This is an optimization exercise on Yosys and OpenROAD, whose aim is small area, not a production implementation.
In this exercise RTL edits were held to simulation tests only and were not proved equivalent to the original.
Power and IR drop assume default switching activity.

==> inputs of run a <==
## transposed_filter
module transposed_filter(
  input signed [15:0] noisy_signal,
  input clk, rst,
  output signed [31:0] filtered_signal
  );
clock: 10.0 ns
lec_check: 0
cap_margin: 20
core_margin: 2
core_utilization: 40
slew_margin: 20
synth_hierarchical: 1
standard.sh (not shown) runs the stock make flow with config.mk's settings and CLKGATE_MAP_FILE= SYNTH_SCRIPT=/design/flow/synth_recipe.tcl, a recipe that flattens the netlist after the stock synthesis.
==> flow/flow/run.sh <==
#!/bin/bash
# Own flow: the standard layout (standard.sh, unchanged synthesis, floorplan,
# power grid, placement and routing), with two settings passed to ORFS:
#  - port buffers use the smallest buffer cell instead of the one buffer_ports picks;
#  - clock tree synthesis without dummy loads, clkbuf_4 buffers and clusters of up to 11 sinks.
set -euo pipefail
export BUFFER_PORTS_ARGS="-buffer_cell sky130_fd_sc_hd__buf_1"
export CTS_ARGS="-sink_clustering_enable -repair_clock_nets -dont_use_dummy_load -buf_list sky130_fd_sc_hd__clkbuf_4 -sink_clustering_size 11 -sink_clustering_max_diameter 40"
bash standard.sh > standard.log 2>&1
==> run b: changes against run a <==
--- a/flow/design.v
+++ b/flow/design.v
@@ -1538,54 +1538,46 @@
   wire s1391, c1392;
   fa us1391 (.a(ya[24]), .b(~yb[24]), .c(c1390), .s(s1391), .co(c1392));
   wire s1393, c1394;
   fa us1393 (.a(~ya[25]), .b(yb[25]), .c(c1392), .s(s1393), .co(c1394));
   wire s1395, c1396;
-  ha us1395 (.a(~ya[26]), .b(yb[26]), .s(s1395), .co(c1396));
+  fa us1395 (.a(~ya[26]), .b(yb[26]), .c(c1394), .s(s1395), .co(c1396));
   wire s1397, c1398;
   fa us1397 (.a(ya[27]), .b(yb[27]), .c(c1396), .s(s1397), .co(c1398));
   wire s1399, c1400;
-  fa us1399 (.a(ya[28]), .b(yb[28]), .c(c1398), .s(s1399), .co(c1400));
+  ha us1399 (.a(ya[28]), .b(yb[28]), .s(s1399), .co(c1400));
   wire s1401, c1402;
   fa us1401 (.a(ya[29]), .b(yb[29]), .c(c1400), .s(s1401), .co(c1402));
   wire s1403, c1404;
   fa us1403 (.a(ya[30]), .b(yb[30]), .c(c1402), .s(s1403), .co(c1404));
   wire s1405, c1406;
   gxnor uxs1405 (.a(yb[31]), .b(c1404), .y(s1405));
   gor uns1405 (.a(yb[31]), .b(c1404), .y(c1406));
   wire s1407, c1408;
-  gxor uxs1407 (.a(ya[26]), .b(yb[26]), .y(s1407));
-  gorb uns1407 (.an(ya[26]), .b(yb[26]), .y(c1408));
+  gxnor uxs1407 (.a(ya[28]), .b(yb[28]), .y(s1407));
+  gor uns1407 (.a(ya[28]), .b(yb[28]), .y(c1408));
   wire s1409, c1410;
-  fa us1409 (.a(ya[27]), .b(yb[27]), .c(c1408), .s(s1409), .co(c1410));
+  fa us1409 (.a(ya[29]), .b(yb[29]), .c(c1408), .s(s1409), .co(c1410));
   wire s1411, c1412;
-  fa us1411 (.a(ya[28]), .b(yb[28]), .c(c1410), .s(s1411), .co(c1412));
+  fa us1411 (.a(ya[30]), .b(yb[30]), .c(c1410), .s(s1411), .co(c1412));
   wire s1413, c1414;
-  fa us1413 (.a(ya[29]), .b(yb[29]), .c(c1412), .s(s1413), .co(c1414));
-  wire s1415, c1416;
-  fa us1415 (.a(ya[30]), .b(yb[30]), .c(c1414), .s(s1415), .co(c1416));
-  wire s1417, c1418;
-  gxnor uxs1417 (.a(yb[31]), .b(c1416), .y(s1417));
-  gor uns1417 (.a(yb[31]), .b(c1416), .y(c1418));
-  wire m1419;
-  mxi um1419 (.a(s1395), .b(s1407), .s(c1394), .y(m1419));
-  wire m1420;
-  mxi um1420 (.a(s1397), .b(s1409), .s(c1394), .y(m1420));
-  wire m1421;
-  mxi um1421 (.a(s1399), .b(s1411), .s(c1394), .y(m1421));
-  wire m1422;
-  mxi um1422 (.a(s1401), .b(s1413), .s(c1394), .y(m1422));
-  wire m1423;
-  mxi um1423 (.a(s1403), .b(s1415), .s(c1394), .y(m1423));
-  wire m1424;
-  mxi um1424 (.a(s1405), .b(s1417), .s(c1394), .y(m1424));
+  gxnor uxs1413 (.a(yb[31]), .b(c1412), .y(s1413));
+  gor uns1413 (.a(yb[31]), .b(c1412), .y(c1414));
+  wire m1415;
+  mxi um1415 (.a(s1399), .b(s1407), .s(c1398), .y(m1415));
+  wire m1416;
+  mxi um1416 (.a(s1401), .b(s1409), .s(c1398), .y(m1416));
+  wire m1417;
+  mxi um1417 (.a(s1403), .b(s1411), .s(c1398), .y(m1417));
+  wire m1418;
+  mxi um1418 (.a(s1405), .b(s1413), .s(c1398), .y(m1418));
   assign sum = {s979, s945, s913, s885, s857, s833, s809, s789, s773, s761, s751, s743};
   assign suma = {1'b1, c1364, c1360, c1354, c1346, s661, c1324, c1312, s1309, c1278, c1258, c1234, c1206, s1205, c1150, s1145, c1082, c1048, c1014, c980};
   assign sumb = {c1366, s1365, s1363, s1359, s1353, s1345, s1335, s1323, s1311, s1295, s1277, s1257, s1233, s1207, s1179, s1149, s1115, s1081, s1047, s1013};
   gor ucl (.a(rst), .b(r1), .y(clr));
   gnor ucln (.a(rst), .b(r1), .y(clrn));
-  assign filtered_signal = {~clr & ~m1424, ~clr & ~m1423, ~clr & ~m1422, ~clr & ~m1421, ~clr & ~m1420, ~clr & ~m1419, ~clr & s1393, ~clr & s1391, ~clr & s1389, ~clr & s1387, ~clr & s1385, ~clr & s1383, ~clr & s1381, ~clr & s1379, ~clr & s1377, ~clr & s1375, ~clr & s1373, ~clr & ~s1371, ~clr & ~s1369, ~clr & s1367, ~clr & y[11], ~clr & y[10], ~clr & y[9], ~clr & y[8], ~clr & y[7], ~clr & y[6], ~clr & y[5], ~clr & y[4], ~clr & y[3], ~clr & y[2], ~clr & y[1], ~clr & y[0]};
+  assign filtered_signal = {~clr & ~m1418, ~clr & ~m1417, ~clr & ~m1416, ~clr & ~m1415, ~clr & s1397, ~clr & s1395, ~clr & s1393, ~clr & s1391, ~clr & s1389, ~clr & s1387, ~clr & s1385, ~clr & s1383, ~clr & s1381, ~clr & s1379, ~clr & s1377, ~clr & s1375, ~clr & s1373, ~clr & ~s1371, ~clr & ~s1369, ~clr & s1367, ~clr & y[11], ~clr & y[10], ~clr & y[9], ~clr & y[8], ~clr & y[7], ~clr & y[6], ~clr & y[5], ~clr & y[4], ~clr & y[3], ~clr & y[2], ~clr & y[1], ~clr & y[0]};
 endmodule
 module fa(input a, b, c, output s, co);
   assign s = a ^ b ^ c;
   assign co = (a & b) | (a & c) | (b & c);
 endmodule
==> flow/flow/run.sh (replaced) <==
#!/bin/bash
# Own flow: the standard layout (standard.sh, unchanged synthesis, floorplan,
# power grid, placement and routing), with two settings passed to ORFS:
#  - port buffers use the smallest buffer cell instead of the one buffer_ports picks;
#  - clock tree synthesis without dummy loads, clkbuf_4 buffers and clusters of up to 12 sinks.
set -euo pipefail
export BUFFER_PORTS_ARGS="-buffer_cell sky130_fd_sc_hd__buf_1"
export CTS_ARGS="-sink_clustering_enable -repair_clock_nets -dont_use_dummy_load -buf_list sky130_fd_sc_hd__clkbuf_4 -sink_clustering_size 12 -sink_clustering_max_diameter 40"
bash standard.sh > standard.log 2>&1
Settings changed: CORE_UTILIZATION 40 to 65.
==> run notes <==
| metric | run b | run a |
|---|---|---|
| Net Sw Power | 3.112 mW | 3.074 mW |
| Kind of critical path | flop to output port | flop to flop |
| Post-Synth XOR/XNOR Area | 1.055% | 1.053% |
| Clock group power | 0.647 mW | 0.683 mW |
| Synthesized netlist cell count | 1544 | 1548 |
| Layout fillers | 2531 | 5151 |
| Share of the core filled with cells in the final layout | 68.41% | 43.18% |
| Logic depth of the worst register-to-register path | 25 | 23 |
| Hold path endpoint | d15[9]$_DFF_P_ | d17[12]$_DFF_P_ |
| Post-DP HPWL | 43350 µm | 44800 µm |
| Achievable frequency | 0.1071 GHz | 0.1073 GHz |
| Core outline area | 34290 µm² | 55310 µm² |
| Data buffer area share | 1.088% | 1.006% |
| Slew headroom | 27.23% | 26.16% |
| Worst endpoint required time | 8.00 ns | 10.62 ns |
| Clock slew at reported path FFs | 0.12 ns | 0.11 ns |
| Adder-cell share of the synthesized area | 59.35% | 59.40% |
| Outcome | no timing/DRC/antenna violations | no timing/DRC/antenna violations |

[afterwards: timing with drivers on the ports]
The flow's constraints put no driver on any port. The routed layouts listed below were extracted and timed again, unchanged, in two steps. Step 1 (the two cells are an assumption about what drives the block):
set clk [get_ports {clk}]
set_driving_cell -lib_cell sky130_fd_sc_hd__clkbuf_16 $clk
set_driving_cell -lib_cell sky130_fd_sc_hd__buf_2 [delete_from_list [all_inputs] $clk]
Step 2 adds t to the input delays and takes it off the output delays; t is the mean of the earliest and latest rising clock arrival at the registers after step 1. Input paths then give back, and output paths get back, about the clock's delay inside the block. Slacks: ideal ports / drivers / drivers and shift; pairs: ideal ports / drivers.
| run | t, ns | setup slack, ns | clock arrival spread, ns | worst slew at a driven data input, ns |
|---|---|---|---|---|
| run a | 0.809 | 0.679 / 0.679 / 0.679 | 0.121 / 0.122 | 0.06 |
| run b | 0.790 | 0.662 / 0.611 / 0.674 | 0.080 / 0.080 | 0.04 |
After both steps setup and hold are still met in every run listed.
